What follows belongs to an exercise in optimizing a design on an open flow for small area; a production flow would make more cautious choices. The RTL was checked by simulation tests, not by an equivalence proof against the original design.

== P ==
// compare
module compare(
	clk, rst,
	valid_dog,
    data_dog1, data_dog2, data_dog3,
	cpr_end,
	cnt_seed,
	valid_max,
	addr_max
    );
For scale: about 660 cells after synthesis, ~300 flip-flops, roughly 54 I/O pins, roughly 8000 µm² of cells after synthesis.
==> module compare, before the edit <==
module compare(
	clk, rst,
	valid_dog,
    data_dog1, data_dog2, data_dog3,
	cpr_end,
	cnt_seed,
	valid_max,
	addr_max
    );
  input clk, rst;
  input valid_dog;
  input signed [7:0] data_dog1, data_dog2, data_dog3;
  output reg valid_max;
  output reg cpr_end;
  output reg [8:0] cnt_seed;
  output [15:0] addr_max;
  function gt7;
    input [6:0] a, b;
    integer i;
    reg g;
    begin
      g = 1'b0;
      for (i = 0; i < 7; i = i + 1)
        g = (a[i] & ~b[i]) | (a[i] & g) | (~b[i] & g);
      gt7 = g;
    end
  endfunction
  function gt8;
    input [7:0] a, b;
    integer i;
    reg g;
    begin
      g = 1'b0;
      for (i = 0; i < 8; i = i + 1)
        g = (a[i] & ~b[i]) | (a[i] & g) | (~b[i] & g);
      gt8 = g;
    end
  endfunction
  reg [11:0] pos;
  wire [5:0] col = pos[5:0];    
  wire [5:0] row = pos[11:6];   
  wire win_hit = (col >= 6'd17) && (col <= 6'd44);
  wire win_wr = (col >= 6'd16) && (col <= 6'd45);
  wire row_ok = (row >= 6'd18) && (row <= 6'd45);
  function sgt8;
    input [7:0] a, b;
    sgt8 = gt8({~a[7], a[6:0]}, {~b[7], b[6:0]});
  endfunction
  wire [7:0] d13 = sgt8(data_dog3, data_dog1) ? data_dog3 : data_dog1;
  wire g2 = sgt8(data_dog2, d13);
  wire [7:0] dmax = g2 ? data_dog2 : d13;
  wire [6:0] a_in = dmax[6:0] & {7{~dmax[7]}};
  wire [6:0] x2 = data_dog2[6:0] & {7{~data_dog2[7]}};
  reg [6:0] a1;        
  reg ok1;             
  reg ok2;             
  wire [6:0] u1;       
  wire f1;             
  wire [6:0] u2;       
  wire [6:0] w0;       
  Line_buff #(.NUM(32), .DW(7)) store (
	.clk(clk),
	.load(win_wr),
	.data_in(a1),
	.flag_in(ok2 && gt7(w0, a1)),
	.data_last(u1),
	.flag_last(f1),
	.data_prev(u2),
	.data_first(w0)
	);
  always @(posedge clk) begin
    a1 <= a_in;
    ok1 <= g2 && gt7(x2, a1) && gt7(x2, u1) && (x2[6:1] != 6'd0);
    ok2 <= ok1 && gt7(a1, u1) && gt7(a1, u2);
  end
  always @(posedge clk or negedge rst)
    if (!rst) begin
      pos <= 12'd4030;
      valid_max <= 1'b0;
      cnt_seed <= 9'd0;
    end else begin
      pos <= pos ^ pos_t;
      valid_max <= win_hit && row_ok && f1 && gt7(u1, w0) && gt7(u1, a1)
                   && gt7(u1, a_in);
      cnt_seed <= cnt_seed ^ cnt_t;
    end
  assign addr_max = {4'd0, pos & {12{valid_max}}};
  reg [11:0] pos_t;
  reg [8:0] cnt_t;
  integer i;
  always @(*) begin
    pos_t[0] = valid_dog;
    for (i = 1; i < 12; i = i + 1)
      pos_t[i] = pos_t[i-1] & pos[i-1];
    cnt_t[0] = valid_max;
    for (i = 1; i < 9; i = i + 1)
      cnt_t[i] = cnt_t[i-1] & cnt_seed[i-1];
  end
  reg prev_valid, run;
  reg [6:0] q;
  wire start = prev_valid && !valid_dog;
  wire q_end = (q == 7'd113);
  always @(posedge clk)
    q <= start ? 7'd0 : {q[5:0], ~(q[6] ^ q[5])};
  always @(posedge clk or negedge rst)
    if (!rst) begin
      prev_valid <= 1'b0;
      run <= 1'b0;
    end else begin
      prev_valid <= valid_dog;
      run <= start || (run && !q_end);
    end
  always @(*) cpr_end = run && q_end;    
endmodule
export LEC_CHECK = 0
export ABC_AREA = 1
export CAP_MARGIN = 20
export CORE_MARGIN = 2
export CORE_UTILIZATION = 75
export CTS_BUF_LIST = sky130_fd_sc_hd__clkbuf_8
export CTS_CLUSTER_DIAMETER = 60
export CTS_CLUSTER_SIZE = 16
export SLEW_MARGIN = 20
create_clock -name core_clock -period 4.0 [get_ports {clk}]
standard.sh (not shown) runs the stock make flow with config.mk's settings and CLKGATE_MAP_FILE= SYNTH_SCRIPT=/design/flow/synth_recipe.tcl, a recipe that flattens the netlist after the stock synthesis.
==> flow/flow/run.sh <==
#!/bin/bash
# The standard layout (the standard.sh: ORFS synthesis to finish), with
# every input and output port buffered by the smallest buffer cell, and a
# clock tree of clkbuf_8 cells without dummy loads.
set -euo pipefail
export BUFFER_PORTS_ARGS="-buffer_cell sky130_fd_sc_hd__buf_1"
export CTS_ARGS="-sink_clustering_enable -repair_clock_nets -sink_clustering_size 18 -sink_clustering_max_diameter 60 -buf_list sky130_fd_sc_hd__clkbuf_8 -dont_use_dummy_load"
bash standard.sh > standard.log 2>&1
Modified inputs, Q compared to P
-- flow/design.v --
<<< P, line 52
  wire [7:0] dmax = g2 ? data_dog2 : d13;
  wire [6:0] a_in = dmax[6:0] & {7{~dmax[7]}};
  wire [6:0] x2 = data_dog2[6:0] & {7{~data_dog2[7]}};
  reg [6:0] a1;        
  reg ok1;             
>>> Q, line 52
  wire [7:0] dmax = g2 ? data_dog2 : d13;
  wire [6:0] a_in = dmax[6:0] & {7{~dmax[7]}};
  reg [6:0] a1;        
  reg ok1;             
<<< P, line 72
  always @(posedge clk) begin
    a1 <= a_in;
    ok1 <= g2 && gt7(x2, a1) && gt7(x2, u1) && (x2[6:1] != 6'd0);
    ok2 <= ok1 && gt7(a1, u1) && gt7(a1, u2);
  end
>>> Q, line 71
  always @(posedge clk) begin
    a1 <= a_in;
    ok1 <= g2 && gt7(a_in, a1) && gt7(a_in, u1) && (a_in[6:1] != 6'd0);
    ok2 <= ok1 && gt7(a1, u1) && gt7(a1, u2);
  end
### Flow results
- Looking at final worst clock skew, Q sits 28 ps higher than P does.
- Q vs P on wire length of the first global-routing pass: Q is the lower one.
- ~same relative area change from synthesis to final layout in Q and P
- Diff P -> Q: slack of the worst reg-to-reg path increased 60 ps; area after synthesis held steady; worst setup margin dropped 78 ps.

[static timing again, ports no longer ideal]
How much do the figures lean on ideal ports? The routed layouts below were timed once more, with nothing changed but the port constraints.
Step 1: set_driving_cell puts a clkbuf_16 on clk and a buf_2 on each other input, an assumption about the parent block.
Step 2 times the ports against the registers' clock, not the clock port: input delays grow and output delays shrink by t, the midpoint of the rising clock arrivals with the driver on.
Three values: ideal ports, drivers, drivers and shift; two values: the first two.
run | t, ns | setup WS [ns] | latest minus earliest clock arrival (ns)
P | 0.542 | 0.975 / 0.964 / 0.422 | 0.046 / 0.047
Q | 0.522 | 0.896 / 0.908 / 0.386 | 0.068 / 0.068
After both steps every run listed still meets setup and hold. The setup slack of P, which loses most, moves by -0.011 ns with the drivers and by -0.553 ns with both steps.
